This is an optimization exercise on Yosys and OpenROAD, whose aim is small area, not a production implementation.
In this exercise RTL edits were held to simulation tests only and were not proved equivalent to the original.
Power is estimated from default activity; no workload was simulated.

==> flow/design.v <==
module packet2emesh #(parameter AW = 32,    
		      parameter PW = 104)   
   (
    input [PW-1:0]  packet_in,    
    output 	    write_in,     
    output [1:0]    datamode_in,  
    output [4:0]    ctrlmode_in,  
    output [AW-1:0] dstaddr_in,   
    output [AW-1:0] srcaddr_in,   
    output [AW-1:0] data_in       
    );
   assign write_in          = packet_in[0];
   assign datamode_in[1:0]  = packet_in[2:1];
   assign ctrlmode_in[4:0]  = packet_in[7:3];
   assign dstaddr_in[31:0]  = packet_in[39:8];
   assign data_in[31:0]     = packet_in[71:40];
   assign srcaddr_in[31:0]  = packet_in[103:72];
endmodule  
module emesh2packet #(parameter AW = 32,    
		      parameter PW = 104)   
   (
    input 	    write_out,     
    input [1:0]     datamode_out,  
    input [4:0]     ctrlmode_out,  
    input [AW-1:0]  dstaddr_out,   
    input [AW-1:0]  data_out,      
    input [AW-1:0]  srcaddr_out,   
    output [PW-1:0] packet_out     
    );
   assign packet_out[0]      = write_out;
   assign packet_out[2:1]    = datamode_out[1:0];
   assign packet_out[7:3]    = ctrlmode_out[4:0];
   assign packet_out[39:8]   = dstaddr_out[31:0];
   assign packet_out[71:40]  = data_out[31:0];
   assign packet_out[103:72] = srcaddr_out[31:0];
endmodule  
module esaxi ( 
   wr_access, wr_packet, rd_access, rd_packet, rr_wait, s_axi_arready,
   s_axi_awready, s_axi_bid, s_axi_bresp, s_axi_bvalid, s_axi_rid,
   s_axi_rdata, s_axi_rlast, s_axi_rresp, s_axi_rvalid, s_axi_wready,
   wr_wait, rd_wait, rr_access, rr_packet, s_axi_aclk, s_axi_aresetn,
   s_axi_arid, s_axi_araddr, s_axi_arburst, s_axi_arcache,
   s_axi_arlock, s_axi_arlen, s_axi_arprot, s_axi_arqos, s_axi_arsize,
   s_axi_arvalid, s_axi_awid, s_axi_awaddr, s_axi_awburst,
   s_axi_awcache, s_axi_awlock, s_axi_awlen, s_axi_awprot,
   s_axi_awqos, s_axi_awsize, s_axi_awvalid, s_axi_bready,
   s_axi_rready, s_axi_wid, s_axi_wdata, s_axi_wlast, s_axi_wstrb,
   s_axi_wvalid
   );
   parameter          S_IDW               = 12;
   parameter          PW                  = 104;
   parameter [AW-1:0] RETURN_ADDR         = 0;
   parameter          AW                  = 32;
   parameter          DW                  = 32;
   parameter         TW                  = 16;   
   output 	   wr_access;   
   output [PW-1:0] wr_packet;
   input 	   wr_wait;
   output 	   rd_access;   
   output [PW-1:0] rd_packet;
   input 	   rd_wait;
   input 	   rr_access;         
   input [PW-1:0]  rr_packet;
   output 	   rr_wait;
   input 	  s_axi_aclk;
   input 	  s_axi_aresetn;
   input [S_IDW-1:0] s_axi_arid;     
   input [31:0]    s_axi_araddr;
   input [1:0] 	   s_axi_arburst;
   input [3:0] 	   s_axi_arcache;
   input  	   s_axi_arlock;
   input [7:0] 	   s_axi_arlen;
   input [2:0] 	   s_axi_arprot;
   input [3:0] 	   s_axi_arqos;
   output 	   s_axi_arready;
   input [2:0] 	   s_axi_arsize;
   input 	   s_axi_arvalid;
   input [S_IDW-1:0] s_axi_awid;     
   input [31:0]    s_axi_awaddr;
   input [1:0] 	   s_axi_awburst;
   input [3:0] 	   s_axi_awcache;
   input  	   s_axi_awlock;
   input [7:0] 	   s_axi_awlen;
   input [2:0] 	   s_axi_awprot;
   input [3:0] 	   s_axi_awqos;   
   input [2:0] 	   s_axi_awsize;
   input 	   s_axi_awvalid;
   output 	   s_axi_awready;
   output [S_IDW-1:0] s_axi_bid;     
   output [1:0]     s_axi_bresp;
   output 	    s_axi_bvalid;
   input 	    s_axi_bready;
   output [S_IDW-1:0] s_axi_rid;     
   output [31:0]      s_axi_rdata;
   output 	      s_axi_rlast;   
   output [1:0]       s_axi_rresp;
   output 	      s_axi_rvalid;
   input 	      s_axi_rready;
   input [S_IDW-1:0]  s_axi_wid;     
   input [31:0]       s_axi_wdata;
   input 	      s_axi_wlast;   
   input [3:0] 	      s_axi_wstrb;
   input 	      s_axi_wvalid;
   output 	      s_axi_wready;
   reg 		      s_axi_awready;
   reg 		      s_axi_wready;
   reg 		      s_axi_bvalid;
   reg [1:0] 	      s_axi_bresp;
   reg 		      s_axi_arready;
   reg [31:0] 	      axi_awaddr;   
   reg [1:0] 	      axi_awburst;
   reg [2:0] 	      axi_awsize;
   reg [S_IDW-1:0]    axi_bid;      
   reg [31:0] 	      axi_araddr;
   reg [7:0] 	      axi_arlen;
   reg [1:0] 	      axi_arburst;
   reg [2:0] 	      axi_arsize;
   reg [31:0] 	      s_axi_rdata;
   reg [1:0] 	      s_axi_rresp;
   reg 		      s_axi_rlast;
   reg 		      s_axi_rvalid;
   reg [S_IDW-1:0]      s_axi_rid;
   reg 		      read_active;
   reg [31:0] 	      read_addr;
   reg 		      write_active;
   reg 		      b_wait;       
   reg 		      wr_access;
   reg [1:0] 	      wr_datamode;
   reg [31:0] 	      wr_dstaddr;
   reg [31:0] 	      wr_data;
   reg [31:0] 	      wr_data_reg;
   reg [31:0] 	      wr_dstaddr_reg;
   reg [1:0] 	      wr_datamode_reg;
   reg 		      rd_access;
   reg [1:0] 	      rd_datamode;
   reg [31:0] 	      rd_dstaddr;
   reg [31:0] 	      rd_srcaddr;   
   reg 		      pre_wr_en;     
   reg 		      ractive_reg;   
   reg 		      rnext;
   wire 	      last_wr_beat;
   wire 	      last_rd_beat;
   wire [31:0] 	      rr_mux_data;
   wire [DW-1:0]      rr_data;
   wire [31:0] 	      rr_return_data;
   reg [TW-1:0]       timeout_counter;
   emesh2packet e2p_wr (
		     .packet_out	(wr_packet[PW-1:0]),
		     .write_out		(1'b1),
		     .datamode_out	(wr_datamode[1:0]),
		     .ctrlmode_out	(5'b0),
		     .dstaddr_out	(wr_dstaddr[AW-1:0]),
		     .data_out		(wr_data[DW-1:0]),
		     .srcaddr_out	(32'b0) 
		     );
   emesh2packet e2p_rd (
		     .packet_out	(rd_packet[PW-1:0]),
		     .write_out		(1'b0),
		     .datamode_out	(rd_datamode[1:0]),
		     .ctrlmode_out	(5'b0),
		     .dstaddr_out	(rd_dstaddr[AW-1:0]),
		     .data_out		(32'b0),
		     .srcaddr_out	(rd_srcaddr[AW-1:0])
		     );   
   packet2emesh p2e_rr (
			  .write_in		(),
			  .datamode_in		(),
			  .ctrlmode_in		(),
			  .dstaddr_in		(),
			  .data_in		(rr_data[DW-1:0]),
			  .srcaddr_in		(),
			  .packet_in		(rr_packet[PW-1:0])
			  );
   assign  last_wr_beat = s_axi_wready & s_axi_wvalid & s_axi_wlast;
   always @(posedge s_axi_aclk ) 
     begin
      if(~s_axi_aresetn)  
	begin
           s_axi_awready <= 1'b1;  
           write_active  <= 1'b0;           
	end 
      else 
	begin
           if( ~s_axi_awready & ~write_active & ~b_wait )
             s_axi_awready <= 1'b1;
           else if( s_axi_awvalid )
             s_axi_awready <= 1'b0;
           if( s_axi_awready & s_axi_awvalid )
             write_active <= 1'b1;
           else if( last_wr_beat )
             write_active <= 1'b0;         
	end  
     end  
   always @( posedge s_axi_aclk ) 
     if (~s_axi_aresetn)  
       begin
          axi_bid[S_IDW-1:0] <= 'd0;   
          axi_awaddr[31:0]   <= 32'd0;
          axi_awsize[2:0]    <= 3'd0;
          axi_awburst[1:0]   <= 2'd0;         
       end 
     else 
       begin	  
          if( s_axi_awready & s_axi_awvalid ) 
	    begin	     
	       axi_bid[S_IDW-1:0] <= s_axi_awid[S_IDW-1:0];
               axi_awaddr[31:0]   <= s_axi_awaddr[31:0];
               axi_awsize[2:0]    <= s_axi_awsize[2:0];   
               axi_awburst[1:0]   <= s_axi_awburst[1:0];  
            end 
	  else if( s_axi_wvalid & s_axi_wready ) 
            if( axi_awburst == 2'b01 ) 
	      begin  
		 axi_awaddr[31:2] <= axi_awaddr[31:2] + 32'd1;
		 axi_awaddr[1:0]  <= 2'b0;		 
	      end 
       end  
    assign s_axi_bid = axi_bid;
   always @ (posedge s_axi_aclk)
     if(~s_axi_aresetn) 
       s_axi_wready <= 1'b0;      
     else
       begin
	  if( last_wr_beat )
	    s_axi_wready <= 1'b0;
	  else if( write_active )
	    s_axi_wready <= ~wr_wait;
       end                             
   always @( posedge s_axi_aclk )
     if (~s_axi_aresetn) 
       begin
          s_axi_bvalid      <= 1'b0;
          s_axi_bresp[1:0]  <= 2'b0;
          b_wait            <= 1'b0;         
       end 
     else 
       begin         
         if( last_wr_beat ) 
	   begin
              s_axi_bvalid      <= 1'b1;
              s_axi_bresp[1:0]  <= 2'b0;            
              b_wait            <= ~s_axi_bready;   
         end 
	 else if (s_axi_bready & s_axi_bvalid) 
	   begin	    
              s_axi_bvalid <= 1'b0;
              b_wait       <= 1'b0;            
           end
       end  
   assign  last_rd_beat = s_axi_rvalid & s_axi_rlast & s_axi_rready;
   always @( posedge s_axi_aclk ) 
     if (~s_axi_aresetn) 
       begin	  
         s_axi_arready <= 1'b0;
         read_active   <= 1'b0;         
       end 
     else 
       begin    
          if( ~s_axi_arready & ~read_active )
            s_axi_arready <= 1'b1;
          else if( s_axi_arvalid )
            s_axi_arready <= 1'b0;
          if( s_axi_arready & s_axi_arvalid )
            read_active <= 1'b1;
          else if( last_rd_beat )
            read_active <= 1'b0;         
       end  
   always @( posedge s_axi_aclk ) 
      if (~s_axi_aresetn) 
	begin
           axi_araddr[31:0]   <= 0;
           axi_arlen          <= 8'd0;
           axi_arburst        <= 2'd0;
           axi_arsize[2:0]    <= 3'b0;
           s_axi_rlast        <= 1'b0;
           s_axi_rid[S_IDW-1:0] <= 'd0;         
	end
      else 
	begin         
         if( s_axi_arready & s_axi_arvalid ) 
	   begin	      
              axi_araddr[31:0]   <= s_axi_araddr[31:0];  
              axi_arlen[7:0]     <= s_axi_arlen[7:0];
              axi_arburst        <= s_axi_arburst;
              axi_arsize         <= s_axi_arsize;
              s_axi_rlast        <= ~(|s_axi_arlen[7:0]);
              s_axi_rid[S_IDW-1:0] <= s_axi_arid[S_IDW-1:0];              
         end 
	 else if( s_axi_rvalid & s_axi_rready) 
	   begin	      
              axi_arlen[7:0] <= axi_arlen[7:0] - 1;
              if(axi_arlen[7:0] == 8'd1)
		s_axi_rlast <= 1'b1;              
              if( s_axi_arburst == 2'b01) 
		begin  
		   axi_araddr[31:2] <= axi_araddr[31:2] + 1;
		   axi_araddr[1:0]  <= 2'b0;   
		end
           end  
	end  
   always @( posedge s_axi_aclk ) 
     if (~s_axi_aresetn) 
       begin
          wr_data_reg[31:0]     <= 32'd0;	  
          wr_dstaddr_reg[31:0]  <= 32'd0;	 
          wr_datamode_reg[1:0]  <= 2'd0;
          wr_access             <= 1'b0;
          pre_wr_en               <= 1'b0;
       end 
     else 
       begin
	  pre_wr_en                 <= s_axi_wready & s_axi_wvalid;
          wr_access               <= pre_wr_en;
	  wr_datamode_reg[1:0]    <= axi_awsize[1:0];	
          wr_dstaddr_reg[31:2]    <= axi_awaddr[31:2];  
	  if(s_axi_wstrb[0]) 
	    begin
	       wr_data_reg[31:0]   <= s_axi_wdata[31:0];
	       wr_dstaddr_reg[1:0] <= 2'd0;
	    end
	  else if(s_axi_wstrb[1])
	    begin
	       wr_data_reg[31:0]   <= {8'd0, s_axi_wdata[31:8]};
	       wr_dstaddr_reg[1:0] <= 2'd1;
	    end
	  else if(s_axi_wstrb[2])
	    begin
	       wr_data_reg[31:0]   <= {16'd0, s_axi_wdata[31:16]};
	       wr_dstaddr_reg[1:0] <= 2'd2;
	    end
	  else
	    begin
	       wr_data_reg[31:0]   <= {24'd0, s_axi_wdata[31:24]};
	       wr_dstaddr_reg[1:0] <= 2'd3;
	    end
       end  
   always @( posedge s_axi_aclk )     
     begin
        wr_data[31:0]     <= wr_data_reg[31:0];	  
        wr_dstaddr[31:0]  <= wr_dstaddr_reg[31:0];	  
        wr_datamode[1:0]  <= wr_datamode_reg[1:0];	  
     end
   always @( posedge s_axi_aclk )
     if (~s_axi_aresetn) 
       begin
	  rd_access         <= 1'b0;      
	  rd_datamode[1:0]  <= 2'd0;
	  rd_dstaddr[31:0]  <= 32'd0;
	  rd_srcaddr[31:0]  <= 32'd0;	 
          ractive_reg       <= 1'b0;
          rnext             <= 1'b0;          
      end 
     else
       begin
          ractive_reg       <= read_active;
          rnext             <= s_axi_rvalid & s_axi_rready & ~s_axi_rlast;    
          rd_access         <= ( ~ractive_reg & read_active ) | rnext;       
	  rd_datamode[1:0]  <= axi_arsize[1:0];
	  rd_dstaddr[31:0]  <= axi_araddr[31:0];
	  rd_srcaddr[31:0]  <= RETURN_ADDR;
       end
   assign rr_wait = 1'b0;
   assign rr_return_access     = rr_access | rr_timeout_access;
   assign rr_return_data[31:0] = rr_timeout_access ? 32'hDEADBEEF :
				                         rr_data[31:0];
   always @( posedge s_axi_aclk ) 
      if (!s_axi_aresetn) 
	begin
           s_axi_rvalid       <= 1'b0;
           s_axi_rdata[31:0]  <= 32'd0;
           s_axi_rresp        <= 2'd0;	   
	end 
      else 
	begin
         if( rr_return_access ) 
	   begin
              s_axi_rvalid <= 1'b1;
              s_axi_rresp  <= rr_timeout_access ? 2'b10 : 2'b00;
            case( axi_arsize[1:0] )
              2'b00:   s_axi_rdata[31:0] <= {4{rr_return_data[7:0]}};   
              2'b01:   s_axi_rdata[31:0] <= {2{rr_return_data[15:0]}};  
              default: s_axi_rdata[31:0] <= rr_return_data[31:0];       
            endcase  
           end 
	 else if( s_axi_rready ) 
           s_axi_rvalid <= 1'b0;
	end  
   reg [1:0] timeout_state;     
   always @ (posedge s_axi_aclk)
     if(!s_axi_aresetn)
       timeout_state[1:0] <= 2'b00;
     else
       case(timeout_state[1:0])
	 2'b00    : timeout_state[1:0] <= (s_axi_arvalid & s_axi_arready ) ? 2'b01 : 
						                                     2'b00;
	 2'b01   : timeout_state[1:0] <=  rr_access     ? 2'b00    :
						   counter_expired ? 2'b10 : 
						                     2'b01;
	 2'b10 : timeout_state[1:0] <= 2'b00;	 
	 default : timeout_state[1:0]          <= 2'b00;
       endcase  
   always @ (posedge s_axi_aclk)
     if(timeout_state[1:0]==2'b00)
       timeout_counter[TW-1:0] <= {(TW){1'b1}};   
     else if (timeout_state[1:0]==2'b01)   
       timeout_counter[TW-1:0] <= timeout_counter[TW-1:0] - 1'b1;
   assign counter_expired     = ~(|timeout_counter[TW-1:0]);
   assign rr_timeout_access = (timeout_state[1:0]==2'b10);
endmodule  
==> flow/run.sh <==
#!/bin/bash
# synth_recipe.tcl (not shown) runs the flow's synth.tcl, then flattens the netlist and writes it again
# the make line also repeats each setting of config.mk as NAME=value (left out here)
make -C /OpenROAD-flow-scripts/flow DESIGN_CONFIG=/design/flow/config.mk WORK_HOME=/design/flow/orfs CLKGATE_MAP_FILE= SYNTH_SCRIPT=/design/flow/synth_recipe.tcl finish
==> flow/config.mk <==
export PLATFORM = sky130hd
export DESIGN_NAME = esaxi
export DESIGN_NICKNAME = esaxi
export VERILOG_FILES = /design/flow/design.v
export SDC_FILE = /design/flow/constraint.sdc
export NUM_CORES = 4
export LEC_CHECK = 0
export CAP_MARGIN = 20
export CORE_MARGIN = 2
export CORE_UTILIZATION = 40
export SLEW_MARGIN = 20
==> flow/constraint.sdc <==
create_clock -name core_clock -period 10.0 [get_ports {s_axi_aclk}]
set_input_delay 2.0000 -clock core_clock [delete_from_list [all_inputs] [get_ports {s_axi_aclk}]]
set_output_delay 2.0000 -clock core_clock [all_outputs]
set_load 0.01 [all_outputs]
==> run summary <==
## per-stage QoR
step	power [µW]	hold slack (ns)	std cells	setup WS (ns)
5_1_grt	3260	0.317	2142	5.82
3_5_place_dp	1820	0.312	2075	5.60
4_1_cts	3170	0.319	2140	6.16
2_1_floorplan	1660	0.310	1514	6.67
6_report	3130	0.318	2142	6.11
3_3_place_gp	1820	0.310	2075	5.58
## per-layer routing
| metal | vias to the layer above | wire length, µm |
|---|---|---|
| met5 | - | 0 |
| met3 | 65 | 2290 |
| met4 | 0 | 1040 |
| li1 | 5159 | - |
| met1 | 4743 | 14600 |
| met2 | 378 | 16100 |
## path summary, 6_finish.rpt
check                                        start         endpoint  cells after the start
worst max register to register       axi_awaddr[4]   axi_awaddr[17]                      5
worst min register to register  wr_dstaddr_reg[18]   wr_dstaddr[18]                      0
worst max-delay path                s_axi_wstrb[1]  wr_data_reg[21]                      5
worst min-delay path            wr_dstaddr_reg[18]   wr_dstaddr[18]                      0
## final cells by class
cell class	instances	area (µm²)	area share, %
timing repair buffer	351	3490	20.2
clock buffer	53	1070	6.16
clock inverter	12	141	0.816
sequential	331	6630	38.3
multi-input combinational	971	5410	31.2
inverter	20	77.6	0.448
tap	402	503	2.90
antenna	2	5.00	0.0289
## placed cells by master (no fill, tap or decap), types with 16 or more instances in the layout
cell type and count:
a21oi_1 145, and2_1 65, and3_1 16, clkbuf_16 37
clkdlybuf4s50_1 342, conb_1 112, dfxtp_1 331, inv_1 18
mux2i_1 31, nand2_1 154, nand3_1 51, nand4_1 19
nor2_1 71, nor3_1 17, o21ai_0 91, xnor2_1 32
xor2_1 37
## power groups by stage
stage          clock network, µW  registers [µW]  logic (µW)
2_1_floorplan                  0            1480         183
4_1_cts                     1370            1440         352
6_report                    1330            1440         350
3_3_place_gp                   0            1470         349
5_1_grt                     1420            1450         384
3_5_place_dp                   0            1470         350
## worst max-delay path, cell delays in order
cell,delay [ns]
clkdlybuf4s50_1,1.04
clkinv_1,0.53
nor2_1,0.52
a22oi_1,0.14
nor2_1,0.12
## logic make-up after synthesis
group           Yosys count
compound gates          282
xor+xnor                 69
fa+ha+maj                 6
buf+inv                 212
flops                   331
mux                      31
other cells               2
simple gates            471
==> qor.csv <==
metric;value;unit
run status;complete, no violations;
fraction of the cycle the final worst path needs;38.9;%
total detailed-routing wirelength;34000;µm
post-route cell area;17300;µm²
cells taking the most area after synthesis;dfxtp_1 (52%), buf_4 (6.5%), a21oi_1 (5.7%);
critical path required time;10.46;ns
fraction of power consumed by the clock network;42.6;%
# DRC;0;
area share of the largest cell type after synthesis;51.6;%
maximum number of pins on one net before global-route repair;105;
Hold-fix buffers, CTS;0;
met3 track utilization from global routing;4.19;%
vias per cell;4.83;
largest area contributor in the synthesized netlist;dfxtp_1;
worst supply voltage drop on vdd;0.0980;mV
switching power share of the total;24.1;%
predominant post-synthesis flop cell;dfxtp_1;
CTS Buf Count;37;
flop2flop setup slack;7.82;ns
GPL Wtd Cong;0.840;
global-route total usage across every layer;19.3;%
MaxCap Viol Count;0;
maximum fanout count along the critical path;27;
First DRT Iteration DRCs;434;
clock slew seen by the registers of the worst setup and hold paths;0.06;ns
I/O pin total;578;
Cells after Synth;1404;
global routing met1 resource utilization;24.4;%
Slew @ Worst Pin;0.999;ns
initial antenna violation count;2;
DP Wirelength;23600;µm
TritonCTS clock tree;built;
htree depth;2;
most used routing layer;met2;
die area;33600;µm²
clock latency on the worst-skew pair;0.53;ns
top cells by instance count after synthesis;dfxtp_1 (331), nand2_1 (156), a21oi_1 (145);
aggregate global routing overflow;0;
fraction of the mapped netlist area in compound gates;12.0;%
number of synthesized register bits;331;
final clock skew;0.0204;ns
die width;183;µm
Slew Limit Fails;0;
average size of a mapped cell;9.15;µm²
proportion of power drawn by combinational gates;11.2;%
area grow syn2layout;34.9;%
xor/xnor cell area share of the yosys netlist;4.71;%
Post-layout nets;2019;
global-route wire length before repair;51700;µm
Setup crit start kind;primary input;
first drt pass iteration count;6;
Synth Area in Adders;0.585;%
filler instances;2892;
leakage power;0.00664;µW
per-cell routed wire length;15.9;µm
clock tree sinks;331;
post-synthesis share of cell area spent on and, or, nand and nor gates;19.1;%
sw power;752;µW
number of hold-slack violations in the final timing report;0;
Worst setup EP type;flop;
met2 track demand over resource in global routing;32.2;%
Int Power;2370;µW
register area share after synthesis;51.6;%
via count of the routed design;10345;
Gates resized, CTS repair;0;
core outline area;31600;µm²
netlist area before placement;12800;µm²
worst hold path type;flop to flop;
number of buffers inserted to repair setup after CTS;0;
combinational family with the most area after synthesis;simple AND/OR/NAND/NOR gates;
proportion of layout cells with a drive suffix above 1;5.29;%
peak clock frequency supported by timing;257;MHz
final antenna-violating net count;0;
Initial Util;40.7;%
share of the core filled with cells in the final layout;54.9;%
minimum period implied by the final worst setup slack;3.89;ns
overall die height;183;µm
RSZ-0062 raised after global routing;false;
Async S/R FF share, synth;0;%
crit path DAT;4.35;ns
fraction of synthesized area in multiplexers;2.42;%
Worst Setup Path Type;primary input to flop;
warnings from Yosys;4;
final setup violating endpoints;0;
most common cell in the synthesized netlist;dfxtp_1;
number of standard-cell rows in the floorplan;65;
total cell area at the placement stage;16100;µm²
Root Buffer Master;clkbuf_16;
sequential power share;46.2;%
vias in the first global route;9559;
maximum count of clock buffers along a single path;3;
number of I/O port buffers;343;
power density over the cells;180;nW/µm²
sum of negative setup slack;0;ns
Netlist cell types;55;
Slew Limit Headroom;33.4;%
EDFF count, synth;0;

## what the ideal ports hide
Ports are ideal in the flow. The routed layout listed here was re-timed in OpenROAD.
Step 1, drivers: a clkbuf_16 drives s_axi_aclk and a buf_2 each remaining input, both assumed.
Step 2 also shifts input and output timing later by t, the mid clock arrival at the registers, as if the neighbouring blocks saw the same clock.
a / b / c = ideal / step 1 / step 2; a / b = the first two.
t (ns): 0.566
slack for setup (ns): 6.108 / 6.126 / 5.560
hold WS [ns]: 0.318 / 0.318 / 0.318
After both steps this run still meets setup and hold. For this run, drivers alone change the setup slack by +0.018 ns; drivers and shift together by -0.548 ns.
